Context: an optimization exercise on an open-source flow, tuned for small area. The choices shown serve that exercise and are no tape-out recipe. Power and IR drop assume default switching activity.

Setup of north:
// bf8b
module bf8b (
    input rst,
    input clk,
    input rx,
    input [31:0] data_in,
    output [31:0] data_out,
    output [29:0] addr,
    output [3:0] wes,
    output tx
);
For scale: about 4100 cells after synthesis, roughly 45000 um^2 of cells after synthesis.
clock: 14.0 ns
lec_check: 0
cap_margin: 20
core_margin: 2
core_utilization: 35
cts_cluster_diameter: 120
cts_cluster_size: 28
slew_margin: 20
run.sh (not shown) runs the stock make flow with config.mk's settings and CLKGATE_MAP_FILE= SYNTH_SCRIPT=/design/flow/synth_recipe.tcl, a recipe that flattens the netlist after the stock synthesis.
north: full flow OK, the timing, design-rule and antenna checks passed
For south, these inputs were changed with respect to north:
- a change of CTS_CLUSTER_DIAMETER from 120 to 40
- a change of CTS_CLUSTER_SIZE from 28 to 25
- a change of CORE_UTILIZATION from 35 to 50
## What came out
- Relative to north, the via count measured on south has increased by a few percent.
- Fraction of the cycle the final worst path needs across north and south: no real change.
- Comparing north with south, the wire length came out essentially unchanged.
## Diff of input files: east against south
- changing CTS_CLUSTER_DIAMETER from 40 to 60
- changing CORE_UTILIZATION from 50 to 35
Findings:
- Fraction of area in non-clock buffers across south and east: no real change.
- Part of the power in the clock network sits lower in east than in south.
- Between south and east, the combinational power does not differ in any meaningful way.
- In the tables for south and east, number of cells after detailed placement reads lower with south.
- Number of global-route vias before repair of east falls short of that of south by a few percent.
- south and east ended up with nearly the same post-route worst hold slack.
- Clock network contribution to total cell area: east < south
- For the critical path depth, east came in 8.3% lower than south did.
- east gives less worst voltage drop across the vdd grid than south did.
- Per the comparison of east with south, synthesized cell count level, number of signal-net buffers in the layout moved up.
Modified inputs, west compared to east
- CTS_CLUSTER_DIAMETER now 100, was 60
- CTS_CLUSTER_SIZE now 24, was 25
Findings:
Signal arrival time at the worst endpoint, west and east: higher on west
Total iterations of the first detailed-routing run: higher on west
Relative to east, west improves final area.
Taking east as the reference, in west clock share of power now smaller; final instance count without filler cells now smaller; internal power consumption now smaller; total via count after detailed routing now smaller; total routing resource utilization after global routing comparable.
For maximum frequency, west and east come out practically identical.
Comparing the two runs side by side, west comes out behind east on final worst hold slack.
No run of this note included a check of the RTL's function; only the layout flow was run.

========
Another version of the RTL of bf8b (not shown whole).
Size in the first run: ~3,800 cells after synthesis, about 1,300 flip-flops, about 100 I/O pins, roughly 0.041 mm^2 of cells after synthesis.
## bf8b
module bf8b (
    input rst,
    input clk,
    input rx,
    input [31:0] data_in,
    output [31:0] data_out,
    output [29:0] addr,
    output [3:0] wes,
    output tx
);
clock: 14.0 ns
lec_check: 0
cap_margin: 20
core_margin: 2
core_utilization: 35
slew_margin: 20
standard.sh (not shown) runs the stock make flow with config.mk's settings and CLKGATE_MAP_FILE= SYNTH_SCRIPT=/design/flow/synth_recipe.tcl, a recipe that flattens the netlist after the stock synthesis.
==> flow/flow/run.sh <==
#!/bin/bash
# The standard layout, with three of its steps tuned for area:
#  - synthesis maps the logic with an area-oriented ABC script (flow/abc_area.script)
#    instead of ORFS's delay-oriented one; everything else in the synthesis is the
#    standard one (synth_recipe.tcl), so the registers are the same;
#  - ports are buffered with buf_2 rather than the resizer's default delay cell;
#  - clock-tree sinks are clustered in larger groups.
set -euo pipefail
here=$(pwd)
{
  echo "proc abc {args} {"
  echo "  set i [lsearch -exact \$args -script]"
  echo "  if {\$i >= 0} { lset args [expr {\$i + 1}] $here/flow/abc_area.script }"
  echo "  yosys abc {*}\$args"
  echo "}"
  cat synth_recipe.tcl
} > area_synth.tcl
sed "s#SYNTH_SCRIPT=[^ ]*#SYNTH_SCRIPT=$here/area_synth.tcl#" standard.sh > area_standard.sh
export BUFFER_PORTS_ARGS="-buffer_cell sky130_fd_sc_hd__buf_2"
export CTS_ARGS="-sink_clustering_enable -repair_clock_nets -sink_clustering_size 28 -sink_clustering_max_diameter 120"
bash area_standard.sh > standard.log 2>&1
==> flow/flow/abc_area.script <==
&get -n
&st
&dch
&nf -R 1000
&put
The first run finished with setup timing left.
Change:
==> flow/run.sh (new file) <==
#!/bin/bash
# synth_recipe.tcl (not shown) runs the flow's synth.tcl, then flattens the netlist and writes it again
# the make line also repeats each setting of config.mk as NAME=value (left out here)
make -C /OpenROAD-flow-scripts/flow DESIGN_CONFIG=/design/flow/config.mk WORK_HOME=/design/flow/orfs CLKGATE_MAP_FILE= SYNTH_SCRIPT=/design/flow/synth_recipe.tcl finish
- CTS_CLUSTER_DIAMETER: default -> 120
- CTS_CLUSTER_SIZE: default -> 28
removed: flow/flow/run.sh
removed: flow/flow/abc_area.script
removed: flow/standard.sh
- The new run went through all stages and came out clean
- synthesized cell count came out higher by 11%
- fmax climbs by 3.5%
- synthesized area goes up by 7.6%
- hold slack is about the same
- wire length rose by 37%
- cell area is higher by 3.8%
- total power is higher by 1.1%
- die area came out higher by 7.5%
- clock power goes up by about 9%
- non-clock buffer count shrinks by 90
- worst setup slack improved by 0.47 ns
Change:
==> flow/flow/run.sh (new file) <==
#!/bin/bash
# The standard layout, with three of its steps tuned for area:
#  - synthesis maps the logic with an area-oriented ABC script (flow/abc_area.script)
#    instead of ORFS's delay-oriented one; everything else in the synthesis is the
#    standard one (synth_recipe.tcl), so the registers are the same;
#  - ports are buffered with buf_2 rather than the resizer's default delay cell;
#  - clock-tree sinks are clustered in larger groups.
set -euo pipefail
here=$(pwd)
{
  echo "proc abc {args} {"
  echo "  set i [lsearch -exact \$args -script]"
  echo "  if {\$i >= 0} { lset args [expr {\$i + 1}] $here/flow/abc_area.script }"
  echo "  yosys abc {*}\$args"
  echo "}"
  cat synth_recipe.tcl
} > area_synth.tcl
sed "s#SYNTH_SCRIPT=[^ ]*#SYNTH_SCRIPT=$here/area_synth.tcl#" standard.sh > area_standard.sh
export BUFFER_PORTS_ARGS="-buffer_cell sky130_fd_sc_hd__buf_2"
export CTS_ARGS="-sink_clustering_enable -repair_clock_nets -sink_clustering_size 28 -sink_clustering_max_diameter 120"
bash area_standard.sh > standard.log 2>&1
==> flow/flow/abc_area.script (new file) <==
&get -n
&st
&dch
&nf -R 1000
&st
&syn2
&if -g -K 6
&synch2
&nf -R 1000
&st
&syn2
&if -g -K 6
&synch2
&nf -R 1000
&st
&syn2
&if -g -K 6
&synch2
&nf -R 1000
&st
&syn2
&if -g -K 6
&synch2
&nf -R 1000
&st
&syn2
&if -g -K 6
&synch2
&nf -R 1000
&put
buffer -c
topo
stime -c
upsize -c
dnsize -c
==> flow/standard.sh (new file) <==
#!/bin/bash
# synth_recipe.tcl (not shown) runs the flow's synth.tcl, then flattens the netlist and writes it again
# the make line also repeats each setting of config.mk as NAME=value (left out here)
make -C /OpenROAD-flow-scripts/flow DESIGN_CONFIG=/design/flow/config.mk WORK_HOME=/design/flow/orfs CLKGATE_MAP_FILE= SYNTH_SCRIPT=/design/flow/synth_recipe.tcl "${@:-finish}"
- CTS_CLUSTER_DIAMETER: 120 -> default
- CTS_CLUSTER_SIZE: 28 -> default
removed: flow/run.sh
Core utilization decreases by 0.61 points.
Synthesized area decreases by 1.1%.
Routed wire length decreases by 4.2%.
Sequential power barely changes.
Total power decreases by 2.6%.
Register-to-register slack is worse by 0.27 ns.
Change:
==> flow/flow/run.sh (replaced) <==
#!/bin/bash
# The standard layout, with two of its steps tuned for area:
#  - ports are buffered with buf_2 rather than the resizer's default delay cell;
#  - clock-tree sinks are clustered in larger groups.
set -euo pipefail
export BUFFER_PORTS_ARGS="-buffer_cell sky130_fd_sc_hd__buf_2"
export CTS_ARGS="-sink_clustering_enable -repair_clock_nets -sink_clustering_size 28 -sink_clustering_max_diameter 120 -dont_use_dummy_load"
bash standard.sh > standard.log 2>&1
removed: flow/flow/abc_area.script
The new run finished clean.
First-iteration DRC count decreases by 1.1%.
Critical path depth decreases by 9.
Routed wire length increases by 2.8%.
Worst hold slack gets worse by 0.042 ns.
Setup slack gets worse by 0.15 ns.
Final area increases by 0.87%.
Via count increases by 0.88%.
Change:
--- a/flow/flow/run.sh
+++ b/flow/flow/run.sh
@@ -7 +7 @@
-export CTS_ARGS="-sink_clustering_enable -repair_clock_nets -sink_clustering_size 28 -sink_clustering_max_diameter 120 -dont_use_dummy_load"
+export CTS_ARGS="-sink_clustering_enable -repair_clock_nets -sink_clustering_size 28 -sink_clustering_max_diameter 120"
What happened: Global-route usage is about the same; setup slack is worse by 0.084 ns; maximum frequency drops slightly; final cell count climbs slightly; total power climbs slightly; hold slack is better by 0.039 ns; routed wire length hardly moves; utilization climbs by 0.17 points.
No functional check of the RTL was part of any run of this note.

[afterwards: timing with drivers on the ports]
No port has a modelled driver above. Below, the same layouts with a new extraction and two added sets of constraints.
Step 1: set_driving_cell puts a clkbuf_16 on clk and a buf_2 on each other input, an assumption about the parent block.
Step 2, shift: input delay + t, output delay - t, t = (earliest + latest rising clock arrival at the registers) / 2. This alone moves slack from input paths to output paths.
Three values: ideal ports, drivers, drivers and shift; two values: the first two.
| run | t, ns | slack for setup (ns) | clock arrival spread, ns | worst data-port slew with drivers (ns) |
|---|---|---|---|---|
| north | 0.768 | 0.210 / 0.186 / 0.186 | 0.038 / 0.037 | 0.18 |
| south | 0.788 | 0.221 / 0.183 / 0.183 | 0.033 / 0.033 | 0.17 |
| east | 0.775 | 0.258 / 0.228 / 0.228 | 0.044 / 0.044 | 0.18 |
| west | 0.766 | 0.223 / 0.192 / 0.192 | 0.049 / 0.049 | 0.18 |
| the first run of note 2 | 0.741 | -0.123 / -0.152 / -0.152 | 0.052 / 0.052 | 0.09 |
| the second run of note 2 | 0.787 | 0.351 / 0.312 / 0.312 | 0.057 / 0.057 | 0.12 |
| the third run of note 2 | 0.746 | 0.905 / 0.879 / 0.879 | 0.056 / 0.056 | 0.17 |
| the fourth run of note 2 | 0.738 | 0.753 / 0.709 / 0.709 | 0.089 / 0.089 | 0.09 |
| the fifth run of note 2 | 0.764 | 0.669 / 0.630 / 0.630 | 0.043 / 0.043 | 0.09 |
The setup slack of the fourth run of note 2, which loses most, moves by -0.044 ns with the drivers and by -0.044 ns with both steps.
